This is an optimization exercise on Yosys and OpenROAD, whose aim is small area, a short achievable clock period and few clock cycles, not a production implementation. In this exercise RTL edits were held to simulation tests only and were not proved equivalent to the original. Power and IR drop assume default switching activity.

**flow/config.mk**
```make
export PLATFORM = sky130hd
export DESIGN_NAME = mycpu_top
export DESIGN_NICKNAME = mycpu_top
export VERILOG_FILES = /design/flow/design.v
export SDC_FILE = /design/flow/constraint.sdc
export NUM_CORES = 4
export LEC_CHECK = 0
export CAP_MARGIN = 20
export CORE_MARGIN = 2
export CORE_UTILIZATION = 40
export PLACE_DENSITY = 0.6
export SETUP_SLACK_MARGIN = 0.2
export SLEW_MARGIN = 20
```
**flow/constraint.sdc**
```tcl
create_clock -name core_clock -period 12.0 [get_ports {clk}]
set_input_delay 2.4000 -clock core_clock [delete_from_list [all_inputs] [get_ports {clk}]]
set_output_delay 2.4000 -clock core_clock [all_outputs]
set_load 0.01 [all_outputs]
```
**flow/design.v**
```verilog
module reg_file(
    input         clk,
    input  [ 4:0] waddr,
    input  [31:0] wdata,
    input  [ 4:0] raddr1,
    input  [ 4:0] raddr2,
    output [31:0] rdata1,
    output [31:0] rdata2
);
    reg [31:0] r [1:31];
    always @(posedge clk) begin
        if (waddr != 5'd0) r[waddr] <= wdata;
    end
    assign rdata1 = (raddr1 == 5'd0) ? 32'd0 : r[raddr1];
    assign rdata2 = (raddr2 == 5'd0) ? 32'd0 : r[raddr2];
endmodule
module muldiv(
    input         clk,
    input         resetn,
    input         start,         
    input         start_div,
    input         start_sgn,
    input  [31:0] x,             
    input  [31:0] y,             
    input         mthi,          
    input         mtlo,
    input  [31:0] mtval,
    output [31:0] hi,
    output [31:0] lo,
    output        busy_nl        
);
    reg [31:0] H, L, M;
    reg [ 5:0] cnt;
    reg        busy, isdiv, sgn, negq, negr;
    wire mul_last = ~isdiv & (cnt == 6'd31);
    wire div_last =  isdiv & (cnt == 6'd35);
    wire last     = mul_last | div_last;
    assign busy_nl = busy & ~last;
    assign hi = H;
    assign lo = L;
    wire neg_l  = isdiv & ((cnt == 6'd0) | (cnt == 6'd34));
    wire neg_m  = isdiv & (cnt == 6'd1);
    wire neg_h  = isdiv & (cnt == 6'd35);
    wire negph  = neg_l | neg_m | neg_h;
    wire dstep  = isdiv & ~negph;
    wire        msub = sgn & (cnt == 6'd31);
    wire [32:0] mext = {sgn & M[31], M};
    wire [32:0] a_in = negph ? 33'd0 :
                       isdiv ? {H, L[31]} : {sgn & H[31], H};
    wire [32:0] b_in = neg_l ? ~{1'b0, L} :
                       neg_m ? ~{1'b0, M} :
                       neg_h ? ~{1'b0, H} :
                       isdiv ? ~{1'b0, M} :
                       (L[0] ? (msub ? ~mext : mext) : 33'd0);
    wire        c_in = negph | isdiv | (L[0] & msub);
    wire [33:0] sum  = {1'b0, a_in} + {1'b0, b_in} + {33'd0, c_in};
    wire        q    = sum[33];
    always @(posedge clk) begin
        if (~resetn) begin
            busy <= 1'b0;
        end else if (start) begin
            busy <= 1'b1;
        end else if (last) begin
            busy <= 1'b0;
        end
    end
    always @(posedge clk) begin
        if (start) begin
            H     <= 32'd0;
            L     <= start_div ? x : y;
            M     <= start_div ? y : x;
            cnt   <= 6'd0;
            isdiv <= start_div;
            sgn   <= start_sgn;
            negq  <= start_sgn & (x[31] ^ y[31]);
            negr  <= start_sgn & x[31];
        end else if (mthi) begin
            H <= mtval;
        end else if (mtlo) begin
            L <= mtval;
        end else if (busy) begin
            cnt <= cnt + 6'd1;
            if (~isdiv) begin
                H <= sum[32:1];
                L <= {sum[0], L[31:1]};
            end else if (dstep) begin
                H <= q ? sum[31:0] : {H[30:0], L[31]};
                L <= {L[30:0], q};
            end else begin
                if (cnt == 6'd0  && sgn  && L[31]) L <= sum[31:0];
                if (cnt == 6'd1  && sgn  && M[31]) M <= sum[31:0];
                if (cnt == 6'd34 && negq)          L <= sum[31:0];
                if (cnt == 6'd35 && negr)          H <= sum[31:0];
            end
        end
    end
endmodule
module mycpu_top(
    input  resetn,
    input  clk,
    output        inst_sram_en,
    output [ 3:0] inst_sram_wen,
    output [31:0] inst_sram_addr,
    output [31:0] inst_sram_wdata,
    input  [31:0] inst_sram_rdata,
    output        data_sram_en,
    output [ 3:0] data_sram_wen,
    output [31:0] data_sram_addr,
    output [31:0] data_sram_wdata,
    input  [31:0] data_sram_rdata,
    output [31:0] debug_wb_pc,
    output [ 3:0] debug_wb_rf_wen,
    output [ 4:0] debug_wb_rf_wnum,
    output [31:0] debug_wb_rf_wdata
);
    assign inst_sram_en    = 1'b1;
    assign inst_sram_wen   = 4'b0;
    assign inst_sram_wdata = 32'b0;
    assign data_sram_en    = 1'b1;
    reg  [31:0] pc_f1, pc_f2;
    reg         f2v;
    reg         id_v;
    reg  [31:0] id_ir, id_pc;
    reg  [ 4:0] ex_dest;
    reg  [31:0] ex_a, ex_b, ex_st, ex_pc;
    reg  [ 4:0] ex_sa;
    reg         ex_add, ex_sub, ex_slt, ex_sltu, ex_and, ex_or, ex_xor, ex_nor;
    reg         ex_sll, ex_srl, ex_sra, ex_mfhi, ex_mflo;
    reg         ex_ld, ex_st_en, ex_md, ex_div, ex_sgn, ex_mthi, ex_mtlo;
    reg  [ 2:0] ex_w;        
    reg  [ 4:0] m1_dest;
    reg  [31:0] m1_res, m1_pc, m1_wdata;
    reg  [ 3:0] m1_wen;
    reg         m1_ld;
    reg  [ 2:0] m1_w;
    reg  [ 4:0] m2_dest;
    reg  [31:0] m2_res, m2_pc, m2_old;
    reg         m2_ld;
    reg  [ 2:0] m2_w;
    reg  [ 4:0] wb_dest;
    reg  [31:0] wb_val, wb_pc;
    reg  [ 3:0] wb_wen;
    wire [ 5:0] op = id_ir[31:26];
    wire [ 4:0] rs = id_ir[25:21];
    wire [ 4:0] rt = id_ir[20:16];
    wire [ 4:0] rd = id_ir[15:11];
    wire [ 5:0] fn = id_ir[5:0];
    wire [15:0] imm = id_ir[15:0];
    wire is_r      = (op == 6'd0);
    wire is_regimm = (op == 6'd1);
    wire is_j      = (op == 6'd2);
    wire is_jal    = (op == 6'd3);
    wire is_beq    = (op == 6'd4);
    wire is_bne    = (op == 6'd5);
    wire is_blez   = (op == 6'd6);
    wire is_bgtz   = (op == 6'd7);
    wire is_immalu = (op[5:3] == 3'b001);
    wire is_lui    = (op == 6'd15);
    wire is_load   = (op[5:3] == 3'b100);
    wire is_store  = (op[5:3] == 3'b101);
    wire is_lwlr   = is_load & (op[1:0] == 2'b10);
    wire r_jr   = is_r & (fn[5:1] == 5'b00100);
    wire r_jalr = is_r & (fn == 6'b001001);
    wire r_mfhi = is_r & (fn == 6'b010000);
    wire r_mflo = is_r & (fn == 6'b010010);
    wire r_mthi = is_r & (fn == 6'b010001);
    wire r_mtlo = is_r & (fn == 6'b010011);
    wire r_md   = is_r & (fn[5:2] == 4'b0110);
    wire r_shift = is_r & (fn[5:3] == 3'b000);
    wire link    = is_jal | r_jalr | (is_regimm & rt[4]);
    wire is_bj   = is_regimm | is_j | is_jal | is_beq | is_bne | is_blez | is_bgtz | r_jr;
    wire uses_rs = ~(is_j | is_jal | is_lui);
    wire uses_rt = is_r | is_beq | is_bne | is_store | is_lwlr;
    wire [4:0] dest = is_r ? rd :
                      (is_immalu | is_load) ? rt :
                      link ? 5'd31 : 5'd0;
    wire [31:0] rf_a, rf_b;
    wire [31:0] ex_res;
    wire [31:0] m2_val;
    wire rs_nz = (rs != 5'd0);
    wire rt_nz = (rt != 5'd0);
    wire a_ex = rs_nz & (rs == ex_dest);
    wire a_m1 = rs_nz & (rs == m1_dest);
    wire a_m2 = rs_nz & (rs == m2_dest);
    wire a_wb = rs_nz & (rs == wb_dest);
    wire b_ex = rt_nz & (rt == ex_dest);
    wire b_m1 = rt_nz & (rt == m1_dest);
    wire b_m2 = rt_nz & (rt == m2_dest);
    wire b_wb = rt_nz & (rt == wb_dest);
    wire [31:0] va = a_ex ? ex_res : a_m1 ? m1_res : a_m2 ? m2_val : a_wb ? wb_val : rf_a;
    wire [31:0] vb = b_ex ? ex_res : b_m1 ? m1_res : b_m2 ? m2_val : b_wb ? wb_val : rf_b;
    wire ld_haz = (uses_rs & ((a_ex & ex_ld) | (a_m1 & m1_ld))) |
                  (uses_rt & ((b_ex & ex_ld) | (b_m1 & m1_ld)));
    wire md_busy_nl;
    wire md_haz = (r_mfhi | r_mflo | r_mthi | r_mtlo) & (md_busy_nl | ex_md);
    wire br_haz = is_bj & ~f2v;
    wire id_stall = id_v & (ld_haz | md_haz | br_haz);
    wire id_go    = id_v & ~id_stall;
    wire a_zero = (va == 32'd0);
    wire eq     = (va == vb);
    wire taken  = is_j | is_jal | r_jr |
                  (is_beq & eq) | (is_bne & ~eq) |
                  (is_blez & (va[31] | a_zero)) | (is_bgtz & ~(va[31] | a_zero)) |
                  (is_regimm & (va[31] ^ rt[0]));
    wire [31:0] br_tgt = id_pc + 32'd4 + {{14{imm[15]}}, imm, 2'b00};
    wire [31:0] target = r_jr ? va :
                         (is_j | is_jal) ? {4'hb, id_ir[25:0], 2'b00} : br_tgt;
    wire zext = (op == 6'd12) | (op == 6'd13) | (op == 6'd14);
    wire [31:0] immv = is_lui ? {imm, 16'd0} :
                       zext   ? {16'd0, imm} : {{16{imm[15]}}, imm};
    wire [31:0] opa = link ? id_pc : is_lui ? 32'd0 : va;
    wire [31:0] opb = link ? 32'd8 : is_r ? vb : immv;
    wire f_add  = is_load | is_store | link | (op == 6'd8) | (op == 6'd9) |
                  (is_r & (fn[5:1] == 5'b10000));
    wire f_sub  = is_r & (fn[5:1] == 5'b10001);
    wire f_slt  = (op == 6'd10) | (is_r & (fn == 6'b101010));
    wire f_sltu = (op == 6'd11) | (is_r & (fn == 6'b101011));
    wire f_and  = (op == 6'd12) | (is_r & (fn == 6'b100100));
    wire f_or   = (op == 6'd13) | is_lui | (is_r & (fn == 6'b100101));
    wire f_xor  = (op == 6'd14) | (is_r & (fn == 6'b100110));
    wire f_nor  = is_r & (fn == 6'b100111);
    wire f_sll  = r_shift & (fn[1:0] == 2'b00);
    wire f_srl  = r_shift & (fn[1:0] == 2'b10);
    wire f_sra  = r_shift & (fn[1:0] == 2'b11);
    assign inst_sram_addr = pc_f1;
    always @(posedge clk) begin
        pc_f2 <= pc_f1;
        if (~resetn) begin
            pc_f1 <= 32'hbfc00000;
            f2v   <= 1'b0;
            id_v  <= 1'b0;
        end else if (id_stall) begin
            if (f2v) begin
                pc_f1 <= pc_f2;
                f2v   <= 1'b0;
            end else begin
                pc_f1 <= pc_f1 + 32'd4;
                f2v   <= 1'b1;
            end
        end else begin
            id_v <= f2v;
            if (id_v & taken) begin
                pc_f1 <= target;
                f2v   <= 1'b0;
            end else begin
                pc_f1 <= pc_f1 + 32'd4;
                f2v   <= 1'b1;
            end
        end
    end
    always @(posedge clk) begin
        if (~id_stall) begin
            id_ir <= inst_sram_rdata;
            id_pc <= pc_f2;
        end
    end
    always @(posedge clk) begin
        if (~resetn | ~id_go) begin
            ex_dest  <= 5'd0;
            ex_ld    <= 1'b0;
            ex_st_en <= 1'b0;
            ex_md    <= 1'b0;
            ex_mthi  <= 1'b0;
            ex_mtlo  <= 1'b0;
        end else begin
            ex_dest  <= dest;
            ex_ld    <= is_load;
            ex_st_en <= is_store;
            ex_md    <= r_md;
            ex_mthi  <= r_mthi;
            ex_mtlo  <= r_mtlo;
        end
    end
    always @(posedge clk) begin
        if (id_go) begin
            ex_a    <= opa;
            ex_b    <= opb;
            ex_st   <= vb;
            ex_pc   <= id_pc;
            ex_sa   <= fn[2] ? va[4:0] : id_ir[10:6];
            ex_add  <= f_add;
            ex_sub  <= f_sub;
            ex_slt  <= f_slt;
            ex_sltu <= f_sltu;
            ex_and  <= f_and;
            ex_or   <= f_or;
            ex_xor  <= f_xor;
            ex_nor  <= f_nor;
            ex_sll  <= f_sll;
            ex_srl  <= f_srl;
            ex_sra  <= f_sra;
            ex_mfhi <= r_mfhi;
            ex_mflo <= r_mflo;
            ex_div  <= fn[1];
            ex_sgn  <= ~fn[0];
            ex_w    <= op[2:0];
        end
    end
    wire [31:0] hi, lo;
    wire        cmp   = ex_sub | ex_slt | ex_sltu;
    wire [32:0] sum   = {1'b0, ex_a} + {1'b0, ex_b ^ {32{cmp}}} + {32'd0, cmp};
    wire        slt_r = (ex_a[31] & ~ex_b[31]) | (~(ex_a[31] ^ ex_b[31]) & sum[31]);
    wire        sltu_r = ~sum[32];
    wire [31:0] sll_r = ex_b << ex_sa;
    wire [31:0] sr_r  = $signed({ex_sra & ex_b[31], ex_b}) >>> ex_sa;
    assign ex_res = ({32{ex_add | ex_sub}} & sum[31:0]) |
                    ({32{ex_slt}}  & {31'd0, slt_r}) |
                    ({32{ex_sltu}} & {31'd0, sltu_r}) |
                    ({32{ex_and}}  & (ex_a & ex_b)) |
                    ({32{ex_or}}   & (ex_a | ex_b)) |
                    ({32{ex_xor}}  & (ex_a ^ ex_b)) |
                    ({32{ex_nor}}  & ~(ex_a | ex_b)) |
                    ({32{ex_sll}}  & sll_r) |
                    ({32{ex_srl | ex_sra}} & sr_r) |
                    ({32{ex_mfhi}} & hi) |
                    ({32{ex_mflo}} & lo);
    wire [1:0] ea = sum[1:0];
    reg  [3:0] st_wen;
    reg [31:0] st_data;
    always @(*) begin
        case (ex_w)
            3'd0:    st_wen = 4'b0001 << ea;                  
            3'd1:    st_wen = 4'b0011 << ea;                  
            3'd2:    st_wen = 4'b1111 >> (2'd3 - ea);         
            3'd6:    st_wen = 4'b1111 << ea;                  
            default: st_wen = 4'b1111;                        
        endcase
        if (ex_w == 3'd2) st_data = ex_st >> {(2'd3 - ea), 3'b000};
        else              st_data = ex_st << {ea, 3'b000};
    end
    muldiv md(
        .clk      (clk),
        .resetn   (resetn),
        .start    (ex_md),
        .start_div(ex_div),
        .start_sgn(ex_sgn),
        .x        (ex_a),
        .y        (ex_b),
        .mthi     (ex_mthi),
        .mtlo     (ex_mtlo),
        .mtval    (ex_a),
        .hi       (hi),
        .lo       (lo),
        .busy_nl  (md_busy_nl)
    );
    always @(posedge clk) begin
        if (~resetn) begin
            m1_dest <= 5'd0;
            m1_wen  <= 4'd0;
            m1_ld   <= 1'b0;
        end else begin
            m1_dest <= ex_dest;
            m1_wen  <= ex_st_en ? st_wen : 4'd0;
            m1_ld   <= ex_ld;
        end
        m1_res   <= ex_res;
        m1_pc    <= ex_pc;
        m1_wdata <= ex_st_en ? st_data : ex_st;
        m1_w     <= ex_w;
    end
    assign data_sram_addr  = m1_res;
    assign data_sram_wen   = m1_wen;
    assign data_sram_wdata = m1_wdata;
    always @(posedge clk) begin
        if (~resetn) begin
            m2_dest <= 5'd0;
            m2_ld   <= 1'b0;
        end else begin
            m2_dest <= m1_dest;
            m2_ld   <= m1_ld;
        end
        m2_res <= m1_res;
        m2_pc  <= m1_pc;
        m2_old <= m1_wdata;
        m2_w   <= m1_w;
    end
    wire [ 1:0] la = m2_res[1:0];
    wire [31:0] md_ = data_sram_rdata;
    wire [ 7:0] lbyte = la[1] ? (la[0] ? md_[31:24] : md_[23:16]) : (la[0] ? md_[15:8] : md_[7:0]);
    wire [15:0] lhalf = la[1] ? md_[31:16] : md_[15:0];
    reg  [31:0] ld_val;
    reg  [ 3:0] ld_wen;
    always @(*) begin
        ld_wen = 4'b1111;
        case (m2_w)
            3'd0: ld_val = {{24{lbyte[7]}}, lbyte};      
            3'd4: ld_val = {24'd0, lbyte};               
            3'd1: ld_val = {{16{lhalf[15]}}, lhalf};     
            3'd5: ld_val = {16'd0, lhalf};               
            3'd2: begin                                  
                case (la)
                    2'd0: begin ld_val = {md_[7:0],  m2_old[23:0]}; ld_wen = 4'b1000; end
                    2'd1: begin ld_val = {md_[15:0], m2_old[15:0]}; ld_wen = 4'b1100; end
                    2'd2: begin ld_val = {md_[23:0], m2_old[7:0]};  ld_wen = 4'b1110; end
                    default: ld_val = md_;
                endcase
            end
            3'd6: begin                                  
                case (la)
                    2'd1: begin ld_val = {m2_old[31:24], md_[31:8]};  ld_wen = 4'b0111; end
                    2'd2: begin ld_val = {m2_old[31:16], md_[31:16]}; ld_wen = 4'b0011; end
                    2'd3: begin ld_val = {m2_old[31:8],  md_[31:24]}; ld_wen = 4'b0001; end
                    default: ld_val = md_;
                endcase
            end
            default: ld_val = md_;                       
        endcase
    end
    assign m2_val = m2_ld ? ld_val : m2_res;
    always @(posedge clk) begin
        if (~resetn) wb_dest <= 5'd0;
        else         wb_dest <= m2_dest;
        wb_val <= m2_val;
        wb_pc  <= m2_pc;
        wb_wen <= m2_ld ? ld_wen : 4'b1111;
    end
    reg_file rf(
        .clk   (clk),
        .waddr (wb_dest),
        .wdata (wb_val),
        .raddr1(rs),
        .raddr2(rt),
        .rdata1(rf_a),
        .rdata2(rf_b)
    );
    assign debug_wb_pc       = wb_pc;
    assign debug_wb_rf_wen   = wb_wen;
    assign debug_wb_rf_wnum  = wb_dest;
    assign debug_wb_rf_wdata = wb_val;
endmodule
```
**flow/run.sh**
```bash
#!/bin/bash
# synth_recipe.tcl (not shown) runs the flow's synth.tcl, then flattens the netlist and writes it again
# the make line also repeats each setting of config.mk as NAME=value (left out here)
make -C /OpenROAD-flow-scripts/flow DESIGN_CONFIG=/design/flow/config.mk WORK_HOME=/design/flow/orfs CLKGATE_MAP_FILE= SYNTH_SCRIPT=/design/flow/synth_recipe.tcl finish
```
==> run notes, run 1 <==
* Leakage at 35.2 nW
* Post-synth top area cell: edfxtp_1
* Final nets at 7775
* Die X at 480 µm
* Congestion Overflow GR at 0
* Syn_area_per_cell at 12.2 µm²
* Hold slack at 325 ps
* Hold Startpoint: m1_pc[12]$_DFF_P_
* Worst Clk Skew at 121 ps
* # hold bufs at CTS at 0
* Clock Sinks at 1687
* Hold Crit Class: reg2reg
* Share of layout cells above drive strength 1 at 16.5%
* CTS Buffer Depth at 3
* Largest net degree at the start of global routing at 112
* Max Freq at 123 MHz
* Max VDD drop at 0.000147 V
* DRC viols at 0
* Tot GR Track Use at 32.4%
* Kind of critical path: reg2reg
* DIE HEIGHT at 480 µm
* Distinct cell type count after synthesis at 99
* HPWL after DPL at 259000 µm
* Max FFs per register at 992
* Worst setup EP type: flip-flop
* Post_cts resized at 0
* Final core occ at 45.7%
* Via/cell ratio at 6.61
* Initial DRC Count at 10100
* Status: timing/DRC/antenna clean
* Num ports at 277
* Max Cap Viol at 0
* First-pass GRT wire length at 531000 µm
* Initial antenna violation count at 26
* Worst-path clk slew at 60 ps
* Routed WL at 384000 µm
* Die area at 231000 µm²
* Number of flops mapped to enable cells by yosys at 1275
* Synth top area cells: edfxtp_1 42%, mux4_2 12%, dfxtp_1 9.1%, mux2i_1 4.3%, ha_1 2.6%
* Slew HR at 17.7%
* Hold Vio Cnt, Final at 0
* Placement Cell Area at 96600 µm²
* Most numerous cell in the Yosys netlist: edfxtp_1
* Via count of the first global-routing pass at 67500
* Initial Util at 40.3%
* Worst endpoint required time at 12700 ps
* H-tree depth at 4
* Final Cycle Share at 67.7%
* Async SR Flop Fraction at 0%
* WL/cell at 36.0 µm
* Top FF cell, synth: edfxtp_1
* Syn Std Cell Area at 90700 µm²
* RD Place Congestion at 1.00
* Total negative slack at 0 ps
* Post-CTS Setup Inserts at 0
* Clock Tree Root: clkbuf_16
* Worst-margin pin slew at 1230 ps
* Worst-Skew Late Latency at 900 ps
* Power per Cell Area at 144 nW/µm²
* Gate Count Post-Synth at 7411
* Commonest cells post-synth: 1275 x edfxtp_1, 491 x nor2_1, 486 x mux4_2
* Origin of the critical flop-to-flop path: ex_sub$_DFFE_PP_
* Area delta synth->final at 13.4%
* Worst EP arrival at 8820 ps
* Largest Register: rf.r
* Top-area cell type share of the netlist area at 42.2%
* Total CTS buffers at 183
* Vias at 70500
* Post-synthesis sequential area ratio at 51.3%
* Critical Path Source: ex_sub$_DFFE_PP_
* Row cnt at 174
* Slew Limit Fails at 0
* First-pass detailed-route iteration total at 8
* Final Critical Period at 8120 ps
* Setup Viol. Count Final at 0
* Crit-path max FO at 31
* Port Buffers at 238
* CTS tree: built
* Setup repair after global routing missed its margin: no
* Finished Cell Area at 103000 µm²
* Yosys reg bits at 1687
* Core Area at 225000 µm²
* Yosys warns at 3
* Routed Antenna Nets at 0
* CP Launch Type: flip-flop
[power breakdown]
group          switching [W]  internal (W)  total (W)
combinational        0.00146      0.000772    0.00223
sequential          0.000227       0.00646    0.00669
clock                0.00253       0.00335    0.00588
total                0.00421        0.0106     0.0148
[per-stage QoR]
step	setup WS, ps	instances	total power (W)
global placement	3420	10300	0.00895
floorplan	3910	7447	0.00796
CTS	4070	10700	0.0148
finish	3880	10700	0.0148
global route	3650	10700	0.0152
detailed placement	3330	10300	0.00896
[per-layer routing]
| metal | track usage (%) | wire [µm] | vias up |
|---|---|---|---|
| met1 | 40.5 | 141000 | 35800 |
| met2 | 51.4 | 178000 | 4506 |
| li1 | - | - | 29200 |
| met5 | 0 | 127 | - |
| met3 | 6.93 | 37600 | 1040 |
| met4 | 20.0 | 27400 | 20 |
[cell families (layout without fill, tap and decap cells)]
logic type / Yosys count / in the layout / share of synthesized area [%]
AO/OA/AOI/OAI: 1848 / 1848 / 13.8
XOR/XNOR: 193 / 193 / 1.86
adder cells (fa/ha/maj): 196 / 196 / 2.74
buffers and inverters: 817 / 1037 / 3.97
flip-flops: 1687 / 1687 / 51.3
multiplexers: 972 / 972 / 17.6
other: 2 / 48 / 0.00828
AND/OR/NAND/NOR: 1696 / 1696 / 8.78
[worst max-delay path: stages, from the launching register on]
cell and delay [ps]:
edfxtp_1 450, nor3_2 210, buf_4 490, xnor2_1 220, inv_1 90, fa_1 400
nand2b_1 230, a211oi_1 420, o21ai_1 260, a211o_1 430, a211oi_1 300, nor3_1 90
nor3b_1 870, o21ai_0 690, xor2_1 300, a2111oi_0 510, and4_1 360, nand2_2 160
a31oi_1 850, and2_1 450, o211ai_1 160
[cell usage in the layout, fill, tap and decap left out, types with 27 or more instances in the layout]
| master | n |
|---|---|
| mux2_2 | 99 |
| clkdlybuf4s50_1 | 238 |
| and3_1 | 46 |
| a22oi_1 | 175 |
| clkbuf_16 | 186 |
| clkbuf_1 | 27 |
| nor2_1 | 452 |
| nor3_1 | 98 |
| o21ai_0 | 355 |
| a31oi_1 | 49 |
| nor2b_1 | 59 |
| o22ai_1 | 62 |
| a211oi_1 | 144 |
| inv_1 | 197 |
| a21oi_1 | 417 |
| nor2_4 | 35 |
| edfxtp_1 | 1275 |
| mux4_2 | 486 |
| xnor2_1 | 130 |
| clkinv_2 | 31 |
| a21o_1 | 46 |
| o211ai_1 | 76 |
| ha_1 | 192 |
| nand4_1 | 58 |
| nand3_1 | 197 |
| o21a_1 | 30 |
| o221ai_1 | 74 |
| mux2i_1 | 387 |
| xor2_1 | 63 |
| a22o_1 | 69 |
| buf_4 | 250 |
| a221oi_1 | 55 |
| and2_1 | 47 |
| dfxtp_1 | 400 |
| conb_1 | 38 |
| clkinv_1 | 33 |
| nand2_1 | 479 |
| nand2b_1 | 63 |
[final timing paths]
| kind | to | slack (ps) | cells after the start |
|---|---|---|---|
| max | pc_f1[28]$_SDFF_PN1_ | 3880 | 20 |
| min | m2_pc[12]$_DFF_P_ | 330 | 0 |
| max reg2reg | pc_f1[28]$_SDFF_PN1_ | 3880 | 20 |
| min reg2reg | m2_pc[12]$_DFF_P_ | 330 | 0 |
[cell type report]
| type | count | area (µm²) |
|---|---|---|
| diodes | 10 | 25.0 |
| well taps | 2992 | 3740 |
| flip-flops and latches | 1687 | 46600 |
| fillers | 20400 | 122000 |
| repair buffers | 497 | 4430 |
| clock inverters | 122 | 1450 |
| inverters | 201 | 754 |
| multi-input cells | 4943 | 41100 |
| clock buffers | 217 | 4810 |
Testbench counts, summed over its fixed seeds: cycles 32,560.
==> inputs of run 2 (changes only) <==
--- a/flow/design.v
+++ b/flow/design.v
@@ -121,4 +121,5 @@
     reg         f2v;
     reg         id_v;
+    reg         id_pred;     
     reg  [31:0] id_ir, id_pc;
     reg  [ 4:0] ex_dest;
@@ -224,4 +225,12 @@
     wire f_sra  = r_shift & (fn[1:0] == 2'b11);
     assign inst_sram_addr = pc_f1;
+    wire [31:0] fi     = inst_sram_rdata;
+    wire        f_isj  = (fi[31:27] == 5'b00001);
+    wire        f_isb  = ((fi[31:26] == 6'd1) | (fi[31:28] == 4'b0001)) & fi[15];
+    wire        f_pred = f2v & (f_isj | f_isb);
+    wire [31:0] f_tgt  = f_isj ? {4'hb, fi[25:0], 2'b00} :
+                                 pc_f1 + {{14{fi[15]}}, fi[15:0], 2'b00};
+    wire        redirect = id_v & (id_pred ? ~taken : taken);
+    wire [31:0] red_tgt  = id_pred ? pc_f2 + 32'd4 : target;
     always @(posedge clk) begin
         pc_f2 <= pc_f1;
@@ -230,8 +239,10 @@
             f2v   <= 1'b0;
             id_v  <= 1'b0;
+            id_pred <= 1'b0;
         end else if (id_stall) begin
             if (f2v) begin
                 pc_f1 <= pc_f2;
                 f2v   <= 1'b0;
+                id_pred <= 1'b0;
             end else begin
                 pc_f1 <= pc_f1 + 32'd4;
@@ -240,7 +251,11 @@
         end else begin
             id_v <= f2v;
-            if (id_v & taken) begin
-                pc_f1 <= target;
+            id_pred <= f_pred;
+            if (redirect) begin
+                pc_f1 <= red_tgt;
                 f2v   <= 1'b0;
+            end else if (f_pred) begin
+                pc_f1 <= f_tgt;
+                f2v   <= 1'b1;
             end else begin
                 pc_f1 <= pc_f1 + 32'd4;
@@ -273,5 +288,5 @@
     end
     always @(posedge clk) begin
-        if (id_go) begin
+        begin
             ex_a    <= opa;
             ex_b    <= opb;
==> flow/flow/run.sh (new file) <==
#!/bin/bash
set -euo pipefail
bash standard.sh SETUP_SLACK_MARGIN=7.5 finish > standard_make.log 2>&1
==> flow/standard.sh (new file) <==
#!/bin/bash
# synth_recipe.tcl (not shown) runs the flow's synth.tcl, then flattens the netlist and writes it again
# the make line also repeats each setting of config.mk as NAME=value (left out here)
make -C /OpenROAD-flow-scripts/flow DESIGN_CONFIG=/design/flow/config.mk WORK_HOME=/design/flow/orfs CLKGATE_MAP_FILE= SYNTH_SCRIPT=/design/flow/synth_recipe.tcl "${@:-finish}"
removed: flow/run.sh
==> run 2 against run 1 <==
- cell area grew 9.5%
- sequential share of layout area shrank 5.2 points
- combinational power grew 84%
- core utilization grew 2.7 points
- routed wire length grew 14%
- clock-buffer cell count grew 24
- cell count grew 8.9%
- critical path type unchanged
==> run notes, run 2 <==
* CP Launch Type: flip-flop
* Crit-path max FO at 22
* Setup repair after global routing missed its margin: yes
* Distinct cell type count after synthesis at 129
* Routed WL at 437000 µm
* Multi-input combinational cell area at 48000 µm²
* Clock Sinks at 1688
* Tot GR Track Use at 35.5%
* Yosys reg bits at 1688
* Commonest non-fill, non-tap cells in the layout: 1124 x edfxtp_1, 515 x nand2_1, 507 x dfxtp_1, 500 x mux4_2, 444 x nor2_1
* Gate Count Post-Synth at 7938
* Largest net degree at the start of global routing at 89
* First-pass detailed-route iteration total at 8
* Worst EP arrival at 7110 ps
* Row cnt at 177
* H-tree depth at 4
* DIE HEIGHT at 489 µm
* RD Place Congestion at 1.05
* Slew Limit Fails at 0
* Congestion Overflow GR at 0
* Total negative slack at 0 ps
* Post-synthesis sequential area ratio at 47.9%
* Worst setup EP type: flip-flop
* Core Area at 233000 µm²
* Async SR Flop Fraction at 0%
* Initial DRC Count at 10500
* Tot Pwr at 0.0172 W
* DRC viols at 0
* Final Cycle Share at 52.9%
* Worst-Skew Late Latency at 900 ps
* Max Freq at 157 MHz
* Hold Crit Class: reg2reg
* WL/cell at 37.6 µm
* Final Critical Period at 6350 ps
* Routed Antenna Nets at 0
* Status: timing/DRC/antenna clean
* Kind of critical path: reg2reg
* Worst-path clk slew at 70 ps
* Initial antenna violation count at 19
* Most common cell after layout, fill and taps aside: edfxtp_1
* Vias at 77200
* Worst-margin pin slew at 1140 ps
* Worst Clk Skew at 114 ps
* Leakage at 40.5 nW
* Placement Cell Area at 99700 µm²
* Via count of the first global-routing pass at 74400
* Total CTS buffers at 183
* Fill cell count at 20500
* Setup Viol. Count Final at 0
* Finished Cell Area at 113000 µm²
* Synth top area cells: edfxtp_1 36%, dfxtp_1 12%, mux4_2 12%, mux2i_1 3.7%, ha_1 2.9%
* Die area at 239000 µm²
* Num ports at 277
* Share of layout cells above drive strength 1 at 24.2%
* Initial Util at 40.3%
* Syn Std Cell Area at 93900 µm²
* CTS tree: built
* Final core occ at 48.4%
* Number of flops mapped to enable cells by yosys at 1124
* Power per Cell Area at 153 nW/µm²
* Top FF cell, synth: edfxtp_1
* Max VDD drop at 0.000140 V
* Max FFs per register at 992
* Yosys warns at 3
* Largest Register: rf.r
* HPWL after DPL at 291000 µm
* CTS Buffer Depth at 3
* Hold Vio Cnt, Final at 0
* Final nets at 8612
* Via/cell ratio at 6.65
* Syn_area_per_cell at 11.8 µm²
* Die X at 489 µm
* Commonest cells post-synth: 1124 x edfxtp_1, 564 x dfxtp_1, 543 x nand2_1
* Clock Tree Root: clkbuf_16
* Max Cap Viol at 0
* Port Buffers at 238
* Top-area cell type share of the netlist area at 35.9%
* Area delta synth->final at 20.0%
* Register area at 45200 µm²
* Worst endpoint required time at 12760 ps
* Most numerous cell in the Yosys netlist: edfxtp_1
* Post-synth top area cell: edfxtp_1
* Slew HR at 23.8%
* First-pass GRT wire length at 596000 µm
run 2: changes by cell type in the layout (fill, tap and decap cells not counted), sizes merged, moves of 31 or more:
cell,previous run,this run
edfxtp,1275,1124
buf,259,559
clkbuf,217,251
dfxtp,412,564
mux4,486,524
and2,49,80
xnor2,130,161
o22ai,63,117
clkdlybuf4s50,238,178
mux2i,387,351
nand2,481,545
run 2: timing repair:
action / CTS / global route
pin swaps: 137 / 117
hold buffers: 0 / 0
buffers inserted: 187 / 65
gates resized for setup: 670 / 316
endpoints found under the setup margin: 302 / 180
gates cloned: 28 / 7
run 2: worst paths after layout:
path         cells past startpoint  slack (ps)                   end              start
max                             20        5650  pc_f1[18]$_SDFF_PN0_          flip-flop
min                              0         320     m1_pc[11]$_DFF_P_  ex_pc[11]$_DFF_P_
max reg2reg                     20        5650  pc_f1[18]$_SDFF_PN0_          flip-flop
min reg2reg                      0         320     m1_pc[11]$_DFF_P_  ex_pc[11]$_DFF_P_
run 2: layout make-up:
type	instances	share of cell area [%]
well taps	3132	3.48
inverters	212	0.716
clock buffers	241	4.47
clock inverters	102	1.17
flip-flops and latches	1688	40.1
repair buffers	794	7.49
diodes	6	0.0133
multi-input cells	5441	42.6
run 2: logic make-up (layout without fill, tap and decap cells):
group	count (synthesis)	after routing	share of synthesized area, %
mux	945	945	17.3
buf+inv	850	1349	4.67
xor+xnor	243	243	2.27
compound gates	2049	2050	14.9
other cells	2	44	0.00799
flops	1688	1688	47.9
simple gates	1935	1939	9.89
fa+ha+maj	226	226	3.05
run 2: critical path, stage by stage (launching register included):
cell      delay [ps]
dfxtp_4          630
buf_4            490
nand2b_1         540
nor2_1           460
a211oi_1         150
a31oi_1          730
a211oi_1         120
a211o_1          320
a32o_1           260
a221oi_1         500
nor3_1           130
nand4_1          120
buf_4            160
buf_4            120
o21bai_2          70
a41o_4           300
mux2i_4          220
buf_6            140
buf_16           130
o311a_1          300
a311oi_2         260
run 2: per-stage QoR:
step                hold WS, ps  std cells  setup slack [ps]
floorplan                   310       7974              5670
global placement            310      11000              3050
detailed placement          312      11000              2930
CTS                         325      11500              5730
global route                323      11600              5650
finish                      320      11600              5650
run 2: power breakdown:
| part | leakage [nW] | total, W | switching (W) | internal (W) |
|---|---|---|---|---|
| combinational | 22.3 | 0.00410 | 0.00254 | 0.00156 |
| sequential | 15.1 | 0.00715 | 0.000483 | 0.00667 |
| clock | 3.07 | 0.00598 | 0.00257 | 0.00340 |
run 2: routing by layer:
metal / up-vias / GRT usage, % / share of wire (%)
met1: 38700 / 41.9 / 35
met2: 5283 / 56.0 / 46
met3: 1468 / 8.92 / 10
li1: 31700 / - / -
met4: 12 / 26.4 / 9.0
met5: - / 0 / 0.017
Testbench counts of run 2, summed over its fixed seeds: cycles 31,784.
==> inputs of run 3 (changes only) <==
--- a/flow/design.v
+++ b/flow/design.v
@@ -31,29 +31,47 @@
 );
     reg [31:0] H, L, M;
-    reg [ 5:0] cnt;
+    reg [33:0] T3;
+    reg [ 4:0] cnt;
     reg        busy, isdiv, sgn, negq, negr;
-    wire mul_last = ~isdiv & (cnt == 6'd31);
-    wire div_last =  isdiv & (cnt == 6'd35);
-    wire last     = mul_last | div_last;
-    assign busy_nl = busy & ~last;
+    wire prep  = (cnt == 5'd0);
+    wire trip  = (cnt == 5'd1);
+    wire fix   = (cnt == 5'd18);
+    wire step  = ~prep & ~trip & ~fix;
+    assign busy_nl = busy & ~fix;
     assign hi = H;
     assign lo = L;
-    wire neg_l  = isdiv & ((cnt == 6'd0) | (cnt == 6'd34));
-    wire neg_m  = isdiv & (cnt == 6'd1);
-    wire neg_h  = isdiv & (cnt == 6'd35);
-    wire negph  = neg_l | neg_m | neg_h;
-    wire dstep  = isdiv & ~negph;
-    wire        msub = sgn & (cnt == 6'd31);
-    wire [32:0] mext = {sgn & M[31], M};
-    wire [32:0] a_in = negph ? 33'd0 :
-                       isdiv ? {H, L[31]} : {sgn & H[31], H};
-    wire [32:0] b_in = neg_l ? ~{1'b0, L} :
-                       neg_m ? ~{1'b0, M} :
-                       neg_h ? ~{1'b0, H} :
-                       isdiv ? ~{1'b0, M} :
-                       (L[0] ? (msub ? ~mext : mext) : 33'd0);
-    wire        c_in = negph | isdiv | (L[0] & msub);
-    wire [33:0] sum  = {1'b0, a_in} + {1'b0, b_in} + {33'd0, c_in};
-    wire        q    = sum[33];
+    wire [33:0] P   = isdiv ? {H, L[31:30]} : {2'b00, H};
+    wire [33:0] M1  = {2'b00, M};
+    wire [33:0] M2  = {1'b0, M, 1'b0};
+    wire        sub = step & isdiv;
+    wire [33:0] p1  = step ? P : 34'd0;
+    wire [33:0] q1  = step ? M1 : {2'b00, L};
+    wire        i1  = sub | ~step;
+    wire [34:0] s1  = {1'b0, p1} + {1'b0, q1 ^ {34{i1}}} + {34'd0, i1};
+    wire        l_zero = (L == 32'd0);
+    wire [33:0] p2  = step ? P : trip ? M1 : 34'd0;
+    wire [33:0] q2  = (step | trip) ? M2 : prep ? M1 : {2'b00, H};
+    wire        i2  = sub | prep | fix;
+    wire        c2  = sub | prep | (fix & (isdiv | l_zero));
+    wire [34:0] s2  = {1'b0, p2} + {1'b0, q2 ^ {34{i2}}} + {34'd0, c2};
+    wire [34:0] s3  = {1'b0, P} + {1'b0, T3 ^ {34{sub}}} + {34'd0, sub};
+    reg  [33:0] sel;
+    reg  [ 1:0] qd;
+    always @(*) begin
+        if (isdiv) begin
+            if (s3[34])      begin sel = s3[33:0]; qd = 2'd3; end
+            else if (s2[34]) begin sel = s2[33:0]; qd = 2'd2; end
+            else if (s1[34]) begin sel = s1[33:0]; qd = 2'd1; end
+            else             begin sel = P;        qd = 2'd0; end
+        end else begin
+            qd = 2'd0;
+            case (L[1:0])
+                2'd0: sel = P;
+                2'd1: sel = s1[33:0];
+                2'd2: sel = s2[33:0];
+                default: sel = s3[33:0];
+            endcase
+        end
+    end
     always @(posedge clk) begin
         if (~resetn) begin
@@ -61,5 +79,5 @@
         end else if (start) begin
             busy <= 1'b1;
-        end else if (last) begin
+        end else if (fix) begin
             busy <= 1'b0;
         end
@@ -70,5 +88,5 @@
             L     <= start_div ? x : y;
             M     <= start_div ? y : x;
-            cnt   <= 6'd0;
+            cnt   <= 5'd0;
             isdiv <= start_div;
             sgn   <= start_sgn;
@@ -80,16 +98,19 @@
             L <= mtval;
         end else if (busy) begin
-            cnt <= cnt + 6'd1;
-            if (~isdiv) begin
-                H <= sum[32:1];
-                L <= {sum[0], L[31:1]};
-            end else if (dstep) begin
-                H <= q ? sum[31:0] : {H[30:0], L[31]};
-                L <= {L[30:0], q};
+            cnt <= cnt + 5'd1;
+            if (prep) begin
+                if (sgn & L[31]) L <= s1[31:0];
+                if (sgn & M[31]) M <= s2[31:0];
+            end else if (trip) begin
+                T3 <= s2[33:0];
+            end else if (fix) begin
+                if (negq)                 L <= s1[31:0];
+                if (isdiv ? negr : negq)  H <= s2[31:0];
+            end else if (isdiv) begin
+                H <= sel[31:0];
+                L <= {L[29:0], qd};
             end else begin
-                if (cnt == 6'd0  && sgn  && L[31]) L <= sum[31:0];
-                if (cnt == 6'd1  && sgn  && M[31]) M <= sum[31:0];
-                if (cnt == 6'd34 && negq)          L <= sum[31:0];
-                if (cnt == 6'd35 && negr)          H <= sum[31:0];
+                H <= sel[33:2];
+                L <= {sel[1:0], L[31:2]};
             end
         end
==> run 3 against run 2 <==
- highest routed layer unchanged
- power increased by 5.9%
- worst hold slack lost 11 ps
- still clean
- critical endpoint is now pc_f1[4]$_SDFF_PN0_
- routed wire length rose by 9.3%
- die area rose by 7.4%
- combinational power grew 13%
- largest power group unchanged
- global-route usage up 0.077 points
- register-to-register slack worse by 80 ps
- setup slack got worse by 75 ps
- clock skew grew 18 ps
- clock power rose by 4.5%
- clock-buffer cell count is 4 lower
- first-iteration DRC count increased by 24%
==> run notes, run 3 <==
* Leakage at 45.0 nW
* Final core occ at 48.9%
* Share of layout cells above drive strength 1 at 25.3%
* Synth top area cells: edfxtp_1 34%, mux4_2 12%, dfxtp_1 11%, mux2i_1 4.0%, ha_1 3.6%
* Worst Clk Skew at 131 ps
* Vias at 86300
* Routed WL at 477000 µm
* Total negative slack at 0 ps
* CP top delay family: simple AND/OR/NAND/NOR gates
* Hold Crit Class: reg2reg
* Max Cap Viol at 0
* Max FFs per register at 992
* Met1 usage at 45.2%
* CP bufs+invs at 5
* Setup Viol. Count Final at 0
* Reg2reg path depth at 21
* Hold Vio Cnt, Final at 0
* Top-area cell type share of the netlist area at 34.5%
* Max Freq at 156 MHz
* Kind of critical path: reg2reg
* CTS tree: built
* Reg-to-reg setup timing slack at 5570 ps
* Initial antenna violation count at 39
* Final Critical Period at 6430 ps
* Via/cell ratio at 6.69
* Via count of the first global-routing pass at 81100
* Critical path's slowest cell: and2_1
* Power per Cell Area at 149 nW/µm²
* Yosys warns at 3
* Num ports at 277
* Initial Util at 40.2%
* Most common cell after layout, fill and taps aside: edfxtp_1
* CP cell instances: buf_4 -> buf_8 -> and2_1 -> buf_4 -> a2111oi_0 -> o21ai_1 -> nand4_1 -> a32oi_1 -> a21oi_4 -> xor2_1 -> o211ai_1 -> or4_4 -> nor4_4 -> nand4_1 -> mux2_4 -> a31oi_4 -> nor2_4 -> buf_12 -> buf_16 -> or3_1 -> o311ai_1
* Worst EP arrival at 7220 ps
* CTS Buffer Depth at 3
* Number of flops mapped to enable cells by yosys at 1158
* Most numerous cell in the Yosys netlist: edfxtp_1
* Port Buffers at 238
* Worst-path clk slew at 70 ps
* HPWL after DPL at 313000 µm
* Syn Std Cell Area at 101000 µm²
* Commonest cells post-synth: 1158 x edfxtp_1, 660 x nand2_1, 596 x nor2_1
* Max VDD drop at 0.000142 V
* Row cnt at 184
* Status: timing/DRC/antenna clean
* Clock Tree Root: clkbuf_16
* H-tree depth at 4
* GRT busiest layer: met2
* Worst-Skew Late Latency at 940 ps
* Die area at 256000 µm²
* Routed Antenna Nets at 0
* Grt met2 use at 54.9%
* Yosys reg bits at 1721
* Worst-margin pin slew at 1260 ps
* RD Place Congestion at 1.01
* Slew HR at 15.2%
* Core Area at 251000 µm²
* Worst hold path cell count at 0
* Area delta synth->final at 21.6%
* Largest Register: rf.r
* First-pass detailed-route iteration total at 10
* Congestion Overflow GR at 0
* Syn_area_per_cell at 11.3 µm²
* Worst endpoint required time at 12800 ps
* Async SR Flop Fraction at 0%
* WL/cell at 37.0 µm
* Total CTS buffers at 192
* Largest net degree at the start of global routing at 85
* Top flop regs: rf.r: 992 flops, md.T3: 34 flops
* Top FF cell, synth: edfxtp_1
* Hold slack at 309 ps
* WP depth at 21
* Commonest non-fill, non-tap cells in the layout: 1158 x edfxtp_1, 626 x nand2_1, 530 x nor2_1, 520 x mux4_2, 507 x a21oi_1
* DIE HEIGHT at 506 µm
* Final Cycle Share at 53.6%
* Tot GR Track Use at 35.6%
* CP max stage delay at 580 ps
* Post-synthesis sequential area ratio at 45.6%
* Final nets at 9743
* Die X at 506 µm
* Crit-path max FO at 40
* First-pass GRT wire length at 649000 µm
* DRC viols at 0
* Distinct cell type count after synthesis at 122
* Worst setup EP type: flip-flop
* CP Launch Type: flip-flop
* Setup repair after global routing missed its margin: yes
* Post-synth top area cell: edfxtp_1
* Initial DRC Count at 13100
* Slew Limit Fails at 0
* GR Util met3 at 9.04%
* Gate Count Post-Synth at 8919
* Clock Sinks at 1721
-- run 3: cell count changes after synthesis, sizes merged, moves of 39 or more --
cell,change
nand2,+116
xnor2,+107
nor2,+94
clkbuf,+65
mux2,+61
o21ai,+62
nand3,-39
a21oi,+160
mux2i,+53
ha,+68
a21o,+60
xor2,+52
-- run 3: report_power, final --
part,internal [W],total (W),switching [W]
Combinational,0.00177,0.00464,0.00287
Sequential,0.00685,0.00735,0.000504
Clock,0.00354,0.00625,0.00271
Total,0.0122,0.0182,0.00609
-- run 3: final timing paths --
path                                        start             endpoint
worst min register to register  ex_pc[10]$_DFF_P_    m1_pc[10]$_DFF_P_
worst min-delay path            ex_pc[10]$_DFF_P_    m1_pc[10]$_DFF_P_
worst max-delay path                    flip-flop  pc_f1[4]$_SDFF_PN0_
worst max register to register          flip-flop  pc_f1[4]$_SDFF_PN0_
-- run 3: metal layers --
| layer | up-vias | share of wire, % |
|---|---|---|
| met5 | - | 0.065 |
| met3 | 1506 | 11 |
| met4 | 28 | 7.4 |
| met1 | 43400 | 37 |
| li1 | 35400 | - |
| met2 | 5999 | 44 |
-- run 3: final cells by class --
class                   count  area, µm²
flip-flops and latches   1721      46200
inverters                 211        816
diodes                     13       32.5
fillers                 22200     128000
clock inverters           118       1510
multi-input cells        6325      55300
clock buffers             237       5130
well taps                3348       4190
repair buffers            930       9550
-- run 3: kinds of logic after synthesis --
group                    Yosys count  synth area share (%)
buffers and inverters            916                  4.20
other                              2               0.00744
AND/OR/NAND/NOR                 2137                  9.94
adder cells (fa/ha/maj)          296                  3.72
AO/OA/AOI/OAI                   2390                  15.9
XOR/XNOR                         402                  3.49
multiplexers                    1055                  17.1
flip-flops                      1721                  45.6
-- run 3: repair_timing --
item | CTS | global route
buffers inserted | 203 | 172
pin swaps | 205 | 222
hold buffers | 0 | 0
setup endpoints to repair | 369 | 215
cloned | 28 | 10
gates resized for setup | 731 | 412
-- run 3: metrics by stage --
stage	worst slack [ps]	instance area (µm²)	instances	total power, W
2_1_floorplan	5780	102000	8955	0.00943
3_3_place_gp	3270	107000	12100	0.0112
3_5_place_dp	3180	107000	12100	0.0113
4_1_cts	5630	119000	12700	0.0179
5_1_grt	5650	123000	12900	0.0187
6_report	5570	123000	12900	0.0182
-- run 3: worst reg2reg max path: stages, from the launching register on --
cell and delay, ps:
dfxtp_2 310, buf_4 390, buf_8 460, and2_1 620
buf_4 320, a2111oi_0 120, o21ai_1 350, nand4_1 430
a32oi_1 420, a21oi_4 80, xor2_1 170, o211ai_1 130
or4_4 550, nor4_4 190, nand4_1 300, mux2_4 450
a31oi_4 270, nor2_4 120, buf_12 150, buf_16 130
or3_1 310, o311ai_1 90
Testbench counts of run 3, summed over its fixed seeds: cycles 29,532.
==> inputs of run 4 (changes only) <==
--- a/flow/design.v
+++ b/flow/design.v
@@ -31,47 +31,35 @@
 );
     reg [31:0] H, L, M;
-    reg [33:0] T3;
-    reg [ 4:0] cnt;
+    reg [ 5:0] cnt;
     reg        busy, isdiv, sgn, negq, negr;
-    wire prep  = (cnt == 5'd0);
-    wire trip  = (cnt == 5'd1);
-    wire fix   = (cnt == 5'd18);
-    wire step  = ~prep & ~trip & ~fix;
-    assign busy_nl = busy & ~fix;
-    assign hi = H;
-    assign lo = L;
-    wire [33:0] P   = isdiv ? {H, L[31:30]} : {2'b00, H};
-    wire [33:0] M1  = {2'b00, M};
-    wire [33:0] M2  = {1'b0, M, 1'b0};
-    wire        sub = step & isdiv;
-    wire [33:0] p1  = step ? P : 34'd0;
-    wire [33:0] q1  = step ? M1 : {2'b00, L};
-    wire        i1  = sub | ~step;
-    wire [34:0] s1  = {1'b0, p1} + {1'b0, q1 ^ {34{i1}}} + {34'd0, i1};
-    wire        l_zero = (L == 32'd0);
-    wire [33:0] p2  = step ? P : trip ? M1 : 34'd0;
-    wire [33:0] q2  = (step | trip) ? M2 : prep ? M1 : {2'b00, H};
-    wire        i2  = sub | prep | fix;
-    wire        c2  = sub | prep | (fix & (isdiv | l_zero));
-    wire [34:0] s2  = {1'b0, p2} + {1'b0, q2 ^ {34{i2}}} + {34'd0, c2};
-    wire [34:0] s3  = {1'b0, P} + {1'b0, T3 ^ {34{sub}}} + {34'd0, sub};
-    reg  [33:0] sel;
-    reg  [ 1:0] qd;
-    always @(*) begin
-        if (isdiv) begin
-            if (s3[34])      begin sel = s3[33:0]; qd = 2'd3; end
-            else if (s2[34]) begin sel = s2[33:0]; qd = 2'd2; end
-            else if (s1[34]) begin sel = s1[33:0]; qd = 2'd1; end
-            else             begin sel = P;        qd = 2'd0; end
-        end else begin
-            qd = 2'd0;
-            case (L[1:0])
-                2'd0: sel = P;
-                2'd1: sel = s1[33:0];
-                2'd2: sel = s2[33:0];
-                default: sel = s3[33:0];
-            endcase
+    reg  last, neg_l, neg_m, neg_h, negph, dstep, msub;
+    wire [5:0] cnt_n   = start ? 6'd0 : cnt + 6'd1;
+    wire       isdiv_n = start ? start_div : isdiv;
+    wire       sgn_n   = start ? start_sgn : sgn;
+    always @(posedge clk) begin
+        if (start | busy) begin
+            last  <= isdiv_n ? (cnt_n == 6'd35) : (cnt_n == 6'd31);
+            neg_l <= isdiv_n & ((cnt_n == 6'd0) | (cnt_n == 6'd34));
+            neg_m <= isdiv_n & (cnt_n == 6'd1);
+            neg_h <= isdiv_n & (cnt_n == 6'd35);
+            negph <= isdiv_n & ((cnt_n == 6'd0) | (cnt_n == 6'd1) | (cnt_n == 6'd34) | (cnt_n == 6'd35));
+            dstep <= isdiv_n & ~((cnt_n == 6'd0) | (cnt_n == 6'd1) | (cnt_n == 6'd34) | (cnt_n == 6'd35));
+            msub  <= sgn_n & (cnt_n == 6'd31);
         end
     end
+    assign busy_nl = busy & ~last;
+    assign hi = H;
+    assign lo = L;
+    wire [32:0] mext = {sgn & M[31], M};
+    wire [32:0] a_in = negph ? 33'd0 :
+                       isdiv ? {H, L[31]} : {sgn & H[31], H};
+    wire [32:0] b_in = neg_l ? ~{1'b0, L} :
+                       neg_m ? ~{1'b0, M} :
+                       neg_h ? ~{1'b0, H} :
+                       isdiv ? ~{1'b0, M} :
+                       (L[0] ? (msub ? ~mext : mext) : 33'd0);
+    wire        c_in = negph | isdiv | (L[0] & msub);
+    wire [33:0] sum  = {1'b0, a_in} + {1'b0, b_in} + {33'd0, c_in};
+    wire        q    = sum[33];
     always @(posedge clk) begin
         if (~resetn) begin
@@ -79,5 +67,5 @@
         end else if (start) begin
             busy <= 1'b1;
-        end else if (fix) begin
+        end else if (last) begin
             busy <= 1'b0;
         end
@@ -88,5 +76,5 @@
             L     <= start_div ? x : y;
             M     <= start_div ? y : x;
-            cnt   <= 5'd0;
+            cnt   <= 6'd0;
             isdiv <= start_div;
             sgn   <= start_sgn;
@@ -98,19 +86,16 @@
             L <= mtval;
         end else if (busy) begin
-            cnt <= cnt + 5'd1;
-            if (prep) begin
-                if (sgn & L[31]) L <= s1[31:0];
-                if (sgn & M[31]) M <= s2[31:0];
-            end else if (trip) begin
-                T3 <= s2[33:0];
-            end else if (fix) begin
-                if (negq)                 L <= s1[31:0];
-                if (isdiv ? negr : negq)  H <= s2[31:0];
-            end else if (isdiv) begin
-                H <= sel[31:0];
-                L <= {L[29:0], qd};
+            cnt <= cnt + 6'd1;
+            if (~isdiv) begin
+                H <= sum[32:1];
+                L <= {sum[0], L[31:1]};
+            end else if (dstep) begin
+                H <= q ? sum[31:0] : {H[30:0], L[31]};
+                L <= {L[30:0], q};
             end else begin
-                H <= sel[33:2];
-                L <= {sel[1:0], L[31:2]};
+                if (cnt == 6'd0  && sgn  && L[31]) L <= sum[31:0];
+                if (cnt == 6'd1  && sgn  && M[31]) M <= sum[31:0];
+                if (cnt == 6'd34 && negq)          L <= sum[31:0];
+                if (cnt == 6'd35 && negr)          H <= sum[31:0];
             end
         end
@@ -144,4 +129,5 @@
     reg         id_pred;     
     reg  [31:0] id_ir, id_pc;
+    reg  [31:0] id_ra, id_rb;    
     reg  [ 4:0] ex_dest;
     reg  [31:0] ex_a, ex_b, ex_st, ex_pc;
@@ -150,4 +136,7 @@
     reg         ex_sll, ex_srl, ex_sra, ex_mfhi, ex_mflo;
     reg         ex_ld, ex_st_en, ex_md, ex_div, ex_sgn, ex_mthi, ex_mtlo;
+    reg         ex_cin;      
+    reg         ex_addsub;   
+    reg         ex_slow;     
     reg  [ 2:0] ex_w;        
     reg  [ 4:0] m1_dest;
@@ -200,4 +189,5 @@
     wire [31:0] ex_res;
     wire [31:0] m2_val;
+    reg  [31:0] ld_val;
     wire rs_nz = (rs != 5'd0);
     wire rt_nz = (rt != 5'd0);
@@ -210,8 +200,20 @@
     wire b_m2 = rt_nz & (rt == m2_dest);
     wire b_wb = rt_nz & (rt == wb_dest);
-    wire [31:0] va = a_ex ? ex_res : a_m1 ? m1_res : a_m2 ? m2_val : a_wb ? wb_val : rf_a;
-    wire [31:0] vb = b_ex ? ex_res : b_m1 ? m1_res : b_m2 ? m2_val : b_wb ? wb_val : rf_b;
+    wire [31:0] ra = a_m1 ? m1_res : a_m2 ? m2_res : a_wb ? wb_val : id_ra;
+    wire [31:0] rb = b_m1 ? m1_res : b_m2 ? m2_res : b_wb ? wb_val : id_rb;
+    wire [31:0] ex_fres;
+    wire [31:0] va = a_ex ? ex_res : ra;
+    wire [31:0] vb = b_ex ? ex_res : rb;
+    wire [31:0] ba = a_ex ? ex_fres : ra;
+    wire a_m2ld = a_m2 & m2_ld & ~a_ex & ~a_m1;
+    wire b_m2ld = b_m2 & m2_ld & ~b_ex & ~b_m1;
+    wire [31:0] fa = a_m2ld ? ld_val : va;
+    wire [31:0] fb = b_m2ld ? ld_val : vb;
+    wire is_beqne = is_beq | is_bne;
     wire ld_haz = (uses_rs & ((a_ex & ex_ld) | (a_m1 & m1_ld))) |
-                  (uses_rt & ((b_ex & ex_ld) | (b_m1 & m1_ld)));
+                  (uses_rt & ((b_ex & ex_ld) | (b_m1 & m1_ld))) |
+                  (is_bj & ((uses_rs & a_m2ld) | (uses_rt & b_m2ld))) |
+                  (is_bj & uses_rs & a_ex & ex_slow & ~(is_beqne & ex_addsub)) |
+                  (is_beqne & b_ex & ex_slow & ~ex_addsub);
     wire md_busy_nl;
     wire md_haz = (r_mfhi | r_mflo | r_mthi | r_mtlo) & (md_busy_nl | ex_md);
@@ -219,18 +221,23 @@
     wire id_stall = id_v & (ld_haz | md_haz | br_haz);
     wire id_go    = id_v & ~id_stall;
-    wire a_zero = (va == 32'd0);
-    wire eq     = (va == vb);
+    wire [31:0] cmp_c = a_ex ? rb : ra;
+    wire [32:0] cmp_k = {(ex_a & ex_b) | ((ex_a | ex_b) & ~cmp_c), ex_cin};
+    wire        sum_eq = ((ex_a ^ ex_b ^ cmp_c) == cmp_k[31:0]);
+    wire        ex_eq  = ex_addsub ? sum_eq : (ex_fres == cmp_c);
+    wire eq     = (a_ex & b_ex) ? 1'b1 : (a_ex | b_ex) ? ex_eq : (ra == rb);
+    wire a_zero = (ba == 32'd0);
     wire taken  = is_j | is_jal | r_jr |
                   (is_beq & eq) | (is_bne & ~eq) |
-                  (is_blez & (va[31] | a_zero)) | (is_bgtz & ~(va[31] | a_zero)) |
-                  (is_regimm & (va[31] ^ rt[0]));
-    wire [31:0] br_tgt = id_pc + 32'd4 + {{14{imm[15]}}, imm, 2'b00};
-    wire [31:0] target = r_jr ? va :
+                  (is_blez & (ba[31] | a_zero)) | (is_bgtz & ~(ba[31] | a_zero)) |
+                  (is_regimm & (ba[31] ^ rt[0]));
+    wire [29:0] br_off = id_pred ? 30'd1 : {{14{imm[15]}}, imm};
+    wire [31:0] br_tgt = {id_pc[31:2] + br_off + 30'd1, id_pc[1:0]};
+    wire [31:0] target = r_jr ? ba :
                          (is_j | is_jal) ? {4'hb, id_ir[25:0], 2'b00} : br_tgt;
     wire zext = (op == 6'd12) | (op == 6'd13) | (op == 6'd14);
     wire [31:0] immv = is_lui ? {imm, 16'd0} :
                        zext   ? {16'd0, imm} : {{16{imm[15]}}, imm};
-    wire [31:0] opa = link ? id_pc : is_lui ? 32'd0 : va;
-    wire [31:0] opb = link ? 32'd8 : is_r ? vb : immv;
+    wire [31:0] opa = link ? id_pc : is_lui ? 32'd0 : fa;
+    wire [31:0] opb = link ? 32'd8 : is_r ? fb : immv;
     wire f_add  = is_load | is_store | link | (op == 6'd8) | (op == 6'd9) |
                   (is_r & (fn[5:1] == 5'b10000));
@@ -243,4 +250,5 @@
     wire f_nor  = is_r & (fn == 6'b100111);
     wire f_sll  = r_shift & (fn[1:0] == 2'b00);
+    wire f_cmp  = f_sub | f_slt | f_sltu;
     wire f_srl  = r_shift & (fn[1:0] == 2'b10);
     wire f_sra  = r_shift & (fn[1:0] == 2'b11);
@@ -250,8 +258,10 @@
     wire        f_isb  = ((fi[31:26] == 6'd1) | (fi[31:28] == 4'b0001)) & fi[15];
     wire        f_pred = f2v & (f_isj | f_isb);
-    wire [31:0] f_tgt  = f_isj ? {4'hb, fi[25:0], 2'b00} :
-                                 pc_f1 + {{14{fi[15]}}, fi[15:0], 2'b00};
+    wire [16:0] f_lo    = {1'b0, pc_f1[17:2]} + {1'b0, fi[15:0]};
+    wire [13:0] f_hi_m1 = pc_f1[31:18] - 14'd1;
+    wire [31:0] f_btgt  = {f_lo[16] ? pc_f1[31:18] : f_hi_m1, f_lo[15:0], pc_f1[1:0]};
+    wire [31:0] f_tgt   = f_isj ? {4'hb, fi[25:0], 2'b00} : f_btgt;
     wire        redirect = id_v & (id_pred ? ~taken : taken);
-    wire [31:0] red_tgt  = id_pred ? pc_f2 + 32'd4 : target;
+    wire [31:0] red_tgt  = target;
     always @(posedge clk) begin
         pc_f2 <= pc_f1;
@@ -285,8 +295,15 @@
         end
     end
+    wire [4:0] f_rs = fi[25:21];
+    wire [4:0] f_rt = fi[20:16];
     always @(posedge clk) begin
         if (~id_stall) begin
             id_ir <= inst_sram_rdata;
             id_pc <= pc_f2;
+            id_ra <= (wb_dest != 5'd0 && wb_dest == f_rs) ? wb_val : rf_a;
+            id_rb <= (wb_dest != 5'd0 && wb_dest == f_rt) ? wb_val : rf_b;
+        end else begin
+            if (a_wb) id_ra <= wb_val;
+            if (b_wb) id_rb <= wb_val;
         end
     end
@@ -311,8 +328,11 @@
         begin
             ex_a    <= opa;
-            ex_b    <= opb;
-            ex_st   <= vb;
+            ex_b    <= opb ^ {32{f_cmp}};
+            ex_cin  <= f_cmp;
+            ex_addsub <= f_add | f_sub;
+            ex_slow <= f_add | f_sub | f_slt | f_sltu | r_shift;
+            ex_st   <= fb;
             ex_pc   <= id_pc;
-            ex_sa   <= fn[2] ? va[4:0] : id_ir[10:6];
+            ex_sa   <= fn[2] ? fa[4:0] : id_ir[10:6];
             ex_add  <= f_add;
             ex_sub  <= f_sub;
@@ -334,21 +354,30 @@
     end
     wire [31:0] hi, lo;
-    wire        cmp   = ex_sub | ex_slt | ex_sltu;
-    wire [32:0] sum   = {1'b0, ex_a} + {1'b0, ex_b ^ {32{cmp}}} + {32'd0, cmp};
-    wire        slt_r = (ex_a[31] & ~ex_b[31]) | (~(ex_a[31] ^ ex_b[31]) & sum[31]);
+    wire [32:0] sum   = {1'b0, ex_a} + {1'b0, ex_b} + {32'd0, ex_cin};
+    wire        slt_r = (ex_a[31] & ex_b[31]) | ((ex_a[31] ^ ex_b[31]) & sum[31]);
     wire        sltu_r = ~sum[32];
-    wire [31:0] sll_r = ex_b << ex_sa;
-    wire [31:0] sr_r  = $signed({ex_sra & ex_b[31], ex_b}) >>> ex_sa;
-    assign ex_res = ({32{ex_add | ex_sub}} & sum[31:0]) |
+    reg  [31:0] sh_in, sh_rev;
+    wire [31:0] sh_out = $signed({ex_sra & ex_b[31], sh_in}) >>> ex_sa;
+    integer k;
+    always @(*) begin
+        for (k = 0; k < 32; k = k + 1) begin
+            sh_in[k]  = ex_sll ? ex_b[31-k] : ex_b[k];
+            sh_rev[k] = sh_out[31-k];
+        end
+    end
+    wire [31:0] sll_r = sh_rev;
+    wire [31:0] sr_r  = sh_out;
+    assign ex_fres = ({32{ex_and}}  & (ex_a & ex_b)) |
+                     ({32{ex_or}}   & (ex_a | ex_b)) |
+                     ({32{ex_xor}}  & (ex_a ^ ex_b)) |
+                     ({32{ex_nor}}  & ~(ex_a | ex_b)) |
+                     ({32{ex_mfhi}} & hi) |
+                     ({32{ex_mflo}} & lo);
+    assign ex_res = ex_fres |
+                    ({32{ex_add | ex_sub}} & sum[31:0]) |
                     ({32{ex_slt}}  & {31'd0, slt_r}) |
                     ({32{ex_sltu}} & {31'd0, sltu_r}) |
-                    ({32{ex_and}}  & (ex_a & ex_b)) |
-                    ({32{ex_or}}   & (ex_a | ex_b)) |
-                    ({32{ex_xor}}  & (ex_a ^ ex_b)) |
-                    ({32{ex_nor}}  & ~(ex_a | ex_b)) |
                     ({32{ex_sll}}  & sll_r) |
-                    ({32{ex_srl | ex_sra}} & sr_r) |
-                    ({32{ex_mfhi}} & hi) |
-                    ({32{ex_mflo}} & lo);
+                    ({32{ex_srl | ex_sra}} & sr_r);
     wire [1:0] ea = sum[1:0];
     reg  [3:0] st_wen;
@@ -415,5 +444,4 @@
     wire [ 7:0] lbyte = la[1] ? (la[0] ? md_[31:24] : md_[23:16]) : (la[0] ? md_[15:8] : md_[7:0]);
     wire [15:0] lhalf = la[1] ? md_[31:16] : md_[15:0];
-    reg  [31:0] ld_val;
     reg  [ 3:0] ld_wen;
     always @(*) begin
@@ -455,6 +483,6 @@
         .waddr (wb_dest),
         .wdata (wb_val),
-        .raddr1(rs),
-        .raddr2(rt),
+        .raddr1(f_rs),
+        .raddr2(f_rt),
         .rdata1(rf_a),
         .rdata2(rf_b)
==> run 4 against run 3 <==
- still clean
- clock power down 3.8%
- sequential power down 1%
- clock-buffer cell count is 13 higher
- combinational power down 19%
- routed wire length is 14% lower
- power shrank 6.4%
- sequential share of layout area grew 3.0 points
- cell area fell by 6.7%
- register-to-register slack gained 710 ps
- setup slack gained 710 ps
- critical path type unchanged
==> run notes, run 4 <==
* Top-area cell type share of the netlist area at 36.1%
* Hold Crit Class: reg2reg
* Worst-path clk slew at 70 ps
* Synth top area cells: edfxtp_1 36%, dfxtp_1 13%, mux4_2 12%, mux2i_1 5.3%, o21ai_0 2.6%
* Worst-margin pin slew at 1250 ps
* Row cnt at 177
* Worst setup EP type: flip-flop
* Syn Std Cell Area at 94000 µm²
* Port Buffers at 238
* Slew Limit Fails at 0
* Total CTS buffers at 189
* Number of flops mapped to enable cells by yosys at 1129
* Clock Tree Root: clkbuf_16
* Final Cycle Share at 47.7%
* Worst endpoint required time at 12770 ps
* Die X at 489 µm
* Max FFs per register at 992
* Initial Util at 40.3%
* Worst Clk Skew at 87.6 ps
* Via/cell ratio at 6.48
* Slew HR at 16.1%
* Commonest cells post-synth: 1129 x edfxtp_1, 632 x nor2_1, 623 x dfxtp_1
* Routed WL at 413000 µm
* Congestion Overflow GR at 0
* Final WS setup at 6280 ps
* Async SR Flop Fraction at 0%
* Hold Vio Cnt, Final at 0
* Initial antenna violation count at 24
* DRC viols at 0
* CP bufs+invs at 7
* RD Place Congestion at 1.04
* Routed Antenna Nets at 0
* HPWL after DPL at 272000 µm
* CP max stage delay at 590 ps
* Share of layout cells above drive strength 1 at 25.0%
* Gate Count Post-Synth at 7916
* Total negative slack at 0 ps
* Largest net degree at the start of global routing at 101
* First-pass detailed-route iteration total at 8
* Post-synth top area cell: edfxtp_1
* Post-synthesis sequential area ratio at 49.3%
* Status: timing/DRC/antenna clean
* Most common cell after layout, fill and taps aside: edfxtp_1
* WL/cell at 35.4 µm
* Critical path's slowest cell: mux2i_2
* Area delta synth->final at 21.8%
* Vias at 75400
* Distinct cell type count after synthesis at 97
* Yosys warns at 3
==> run 4: metrics by stage <==
stage | utilization (%) | total power (W) | hold WS, ps
after CTS | 48.3 | 0.0169 | 320
after floorplan | - | 0.00905 | 310
after detailed placement | 43.0 | 0.0106 | 312
after global routing | 49.1 | 0.0175 | 328
after global placement | 43.0 | 0.0106 | 312
final | 49.1 | 0.0171 | 321
==> run 4: routing by layer <==
metal | part of all wire, % | vias to the layer above | global-route usage [%]
met1 | 36 | 38100 | 41.1
met3 | 8.1 | 1241 | 5.97
met2 | 46 | 4505 | 53.9
met4 | 9.1 | 6 | 24.7
li1 | - | 31500 | -
met5 | 0.0090 | - | 0
==> run 4: repair_timing <==
| action | 4_1_cts | 5_1_grt |
|---|---|---|
| resized for setup | 765 | 295 |
| hold endpoints to repair | 0 | 0 |
| pin swaps | 197 | 130 |
| endpoints found under the setup margin | 414 | 269 |
| setup buffers | 211 | 80 |
| cloned | 43 | 2 |
==> run 4: logic make-up (layout without fill, tap and decap cells) <==
logic type               Yosys count  in the layout  synth area share [%]
other                              2             51               0.00799
AND/OR/NAND/NOR                 1713           1720                  8.33
XOR/XNOR                         301            301                  2.90
adder cells (fa/ha/maj)          186            186                  2.78
AO/OA/AOI/OAI                   2022           2022                  14.4
buffers and inverters            852           1387                  3.72
flip-flops                      1752           1752                  49.3
multiplexers                    1088           1088                  18.5
==> run 4: final timing paths <==
check | startpoint | endpoint | slack [ps] | cells past startpoint
worst max-delay path | id_ir[22]$_DFFE_PN_ | pc_f1[19]$_SDFFE_PN0P_ | 6280 | 25
worst min register to register | ex_pc[0]$_DFF_P_ | m1_pc[0]$_DFF_P_ | 320 | 0
worst max register to register | id_ir[22]$_DFFE_PN_ | pc_f1[19]$_SDFFE_PN0P_ | 6280 | 25
worst min-delay path | ex_pc[0]$_DFF_P_ | m1_pc[0]$_DFF_P_ | 320 | 0
==> run 4: final cells by class <==
cell class | count | area (µm²)
repair buffers | 829 | 9040
multi-input cells | 5355 | 47800
clock inverters | 98 | 1150
flip-flops and latches | 1752 | 46500
fillers | 20400 | 119000
clock buffers | 250 | 5200
inverters | 210 | 808
well taps | 3132 | 3920
diodes | 13 | 32.5
==> run 4: power by group through the flow <==
stage          logic [W]  clock network [W]  registers, W
2_1_floorplan    0.00173                  0       0.00731
3_3_place_gp     0.00327                  0       0.00736
3_5_place_dp     0.00329                  0       0.00735
4_1_cts          0.00361            0.00607       0.00725
5_1_grt          0.00392            0.00629       0.00728
6_report         0.00378            0.00601       0.00728
Testbench counts of run 4, summed over its fixed seeds: cycles 31,838.

Re-timed with assumed drivers on the ports (clkbuf_16 on the clock, buf_2 on other inputs), run 4 has 6.282 ns of setup slack against 6.282 ns with ideal ports, and 5.879 ns once port delays also move by the mid clock arrival of 0.944 ns.
